Context: an optimization exercise on an open-source flow, tuned for small area. The choices shown serve that exercise and are no tape-out recipe.
Only simulation tests tie the RTL to the original design; equivalence was not proved.

==> inputs of try-fjord <==
==> flow/design.v (excerpt) <==
module flappybird_top (
    input        ClkPort,
    input        BtnC,
    input        BtnL,
    input        BtnU,
    output       Hsync,
    output       Vsync,
    output [3:0] vgaRed,
    output [3:0] vgaGreen,
    output [3:0] vgaBlue
);
export LEC_CHECK = 0
export CAP_MARGIN = 20
export CORE_MARGIN = 2
export CORE_UTILIZATION = 30
export GPL_TIMING_DRIVEN = 0
export PLACE_DENSITY = 0.4
export SLEW_MARGIN = 20
create_clock -name core_clock -period 10.0 [get_ports {ClkPort}]
standard.sh (not shown) runs the stock make flow with config.mk's settings and CLKGATE_MAP_FILE= SYNTH_SCRIPT=/design/flow/synth_recipe.tcl, a recipe that flattens the netlist after the stock synthesis.
==> flow/flow/run.sh <==
#!/bin/bash
# Own layout flow: the standard flow (standard.sh) with three changes that
# only cut cell area:
#  - synthesis maps the logic with an area-oriented ABC script (flow/area.abc)
#    and without Yosys's full-adder extraction; the registers are mapped before
#    either step, so they are the standard synthesis's (checked below, falling
#    back to the standard netlist if they are not);
#  - ports are buffered with buf_1 instead of a delay buffer;
#  - CTS adds no dummy loads.
# Each step's full output goes to a log file in this folder.
set -euo pipefail
W=$PWD
R=orfs/results/sky130hd/flappybird_top/base
mkdir -p own

# 1. the standard synthesis, kept for reference
bash standard.sh synth > 1_synth_standard.log 2>&1
cp $R/1_2_yosys.v own/standard_1_2_yosys.v

# 2. own synthesis: synth.tcl with the ABC script swapped and no extract_fa
sed -e 's#^\( *\)log_cmd abc {\*}\$abc_args#\1lset abc_args 1 '"$W"'/flow/area.abc\n&#' \
    -e 's#^\( *\)extract_fa {\*}\[dont_use_extract_fa_args\]#\1\# extract_fa left out#' \
    "$FLOW_HOME/scripts/synth.tcl" > own/synth.tcl
grep -q "flow/area.abc" own/synth.tcl
grep -q "extract_fa left out" own/synth.tcl
sed -e 's#\$::env(SCRIPTS_DIR)/synth.tcl#'"$W"'/own/synth.tcl#' synth_recipe.tcl > own/synth_recipe.tcl
grep -q "own/synth.tcl" own/synth_recipe.tcl
rm -f $R/1_2_yosys.v $R/1_synth.odb $R/1_synth.sdc
if bash standard.sh "SYNTH_SCRIPT=$W/own/synth_recipe.tcl" synth > 1_synth_own.log 2>&1 &&
   python3 flow/regs.py own/standard_1_2_yosys.v $R/1_2_yosys.v > regs.log 2>&1; then
  echo "own synthesis used" >> regs.log
else
  echo "own synthesis not used: back to the standard netlist" >> regs.log
  rm -f $R/1_synth.odb $R/1_synth.sdc
  cp own/standard_1_2_yosys.v $R/1_2_yosys.v
  touch $R/1_2_yosys.v
  bash standard.sh synth > 1_synth_fallback.log 2>&1
fi

# 3. floorplan to final layout
bash standard.sh \
  "BUFFER_PORTS_ARGS=-buffer_cell sky130_fd_sc_hd__buf_1" \
  "CTS_ARGS=-sink_clustering_enable -repair_clock_nets -dont_use_dummy_load" \
  finish > 2_finish.log 2>&1
test -s out/final.def
==> flow/flow/area.abc <==
strash
dc2
balance; resub -K 6; rewrite; resub -K 6 -N 2; refactor; resub -K 8; balance; resub -K 8 -N 2; rewrite; resub -K 10; rewrite -z; resub -K 10 -N 2; balance; resub -K 12; refactor -z; resub -K 12 -N 2; rewrite -z; balance
dch
amap
topo
Other scripts of this flow, unchanged in this note and not shown: flow/flow/regs.py
==> inputs of try-juniper, as changes to try-fjord <==
--- a/flow/flow/run.sh
+++ b/flow/flow/run.sh
@@ -8,3 +8,3 @@
 #  - ports are buffered with buf_1 instead of a delay buffer;
-#  - CTS adds no dummy loads.
+#  - CTS adds no dummy loads and builds the tree from clkbuf_4/clkbuf_8.
 # Each step's full output goes to a log file in this folder.
@@ -42,3 +42,3 @@
   "BUFFER_PORTS_ARGS=-buffer_cell sky130_fd_sc_hd__buf_1" \
-  "CTS_ARGS=-sink_clustering_enable -repair_clock_nets -dont_use_dummy_load" \
+  "CTS_ARGS=-sink_clustering_enable -repair_clock_nets -dont_use_dummy_load -buf_list {sky130_fd_sc_hd__clkbuf_4 sky130_fd_sc_hd__clkbuf_8}" \
   finish > 2_finish.log 2>&1
==> flow/flow/area.abc (replaced) <==
strash
dc2
balance; resub -K 6; rewrite; resub -K 6 -N 2; refactor; resub -K 8; balance; resub -K 8 -N 2; rewrite; resub -K 10; rewrite -z; resub -K 10 -N 2; balance; resub -K 12; refactor -z; resub -K 12 -N 2; rewrite -z; balance
dch -f
amap -F 20 -A 30
topo
--- a/flow/config.mk
+++ b/flow/config.mk
@@ -7,3 +7,3 @@
 export LEC_CHECK = 0
-export CAP_MARGIN = 20
+export CAP_MARGIN = 10
 export CORE_MARGIN = 2
@@ -12,2 +12,2 @@
 export PLACE_DENSITY = 0.4
-export SLEW_MARGIN = 20
+export SLEW_MARGIN = 10
==> comparison <==
try-fjord completed with no timing, DRC or antenna violations. try-juniper produced a clean layout. Between try-fjord and try-juniper, the lower final area is in try-juniper (gap about 3.6%, measured against try-juniper). Against try-fjord, the clock skew of try-juniper is higher by 0.0071 ns. In try-fjord the hold slack is worse than in try-juniper, by 0.0081 ns. Against try-fjord, the wire length of try-juniper is smaller by about 0.7%. Against try-juniper, the non-clock buffer count of try-fjord is lower by 3. Against try-fjord, the die area of try-juniper is lower by about 2.7%. In try-juniper the sequential share of layout area is higher than in try-fjord, by 0.72 points.

-- port drivers added, routing unchanged --
How much do the figures lean on ideal ports? The routed layouts below were timed once more, with nothing changed but the port constraints.
Step 1, drivers: a clkbuf_16 drives ClkPort and a buf_2 each remaining input, both assumed.
Step 2 moves the port delays by t, midway between the first and last clock arrival at a register: inputs arrive t later, outputs are due t later. That takes back most of the time a late clock gives input paths.
a / b / c = no drivers / after step 1 / after step 2; a / b = the first two.
run	t, ns	setup WS [ns]	worst setup path after step 2	slew at the worst register clock pin (ns)
try-fjord	0.349	0.416 / 0.371 / 0.720	register to output	0.08 / 0.08
try-juniper	0.347	0.334 / 0.299 / 0.646	register to output	0.10 / 0.10
After both steps every run listed still meets setup and hold.
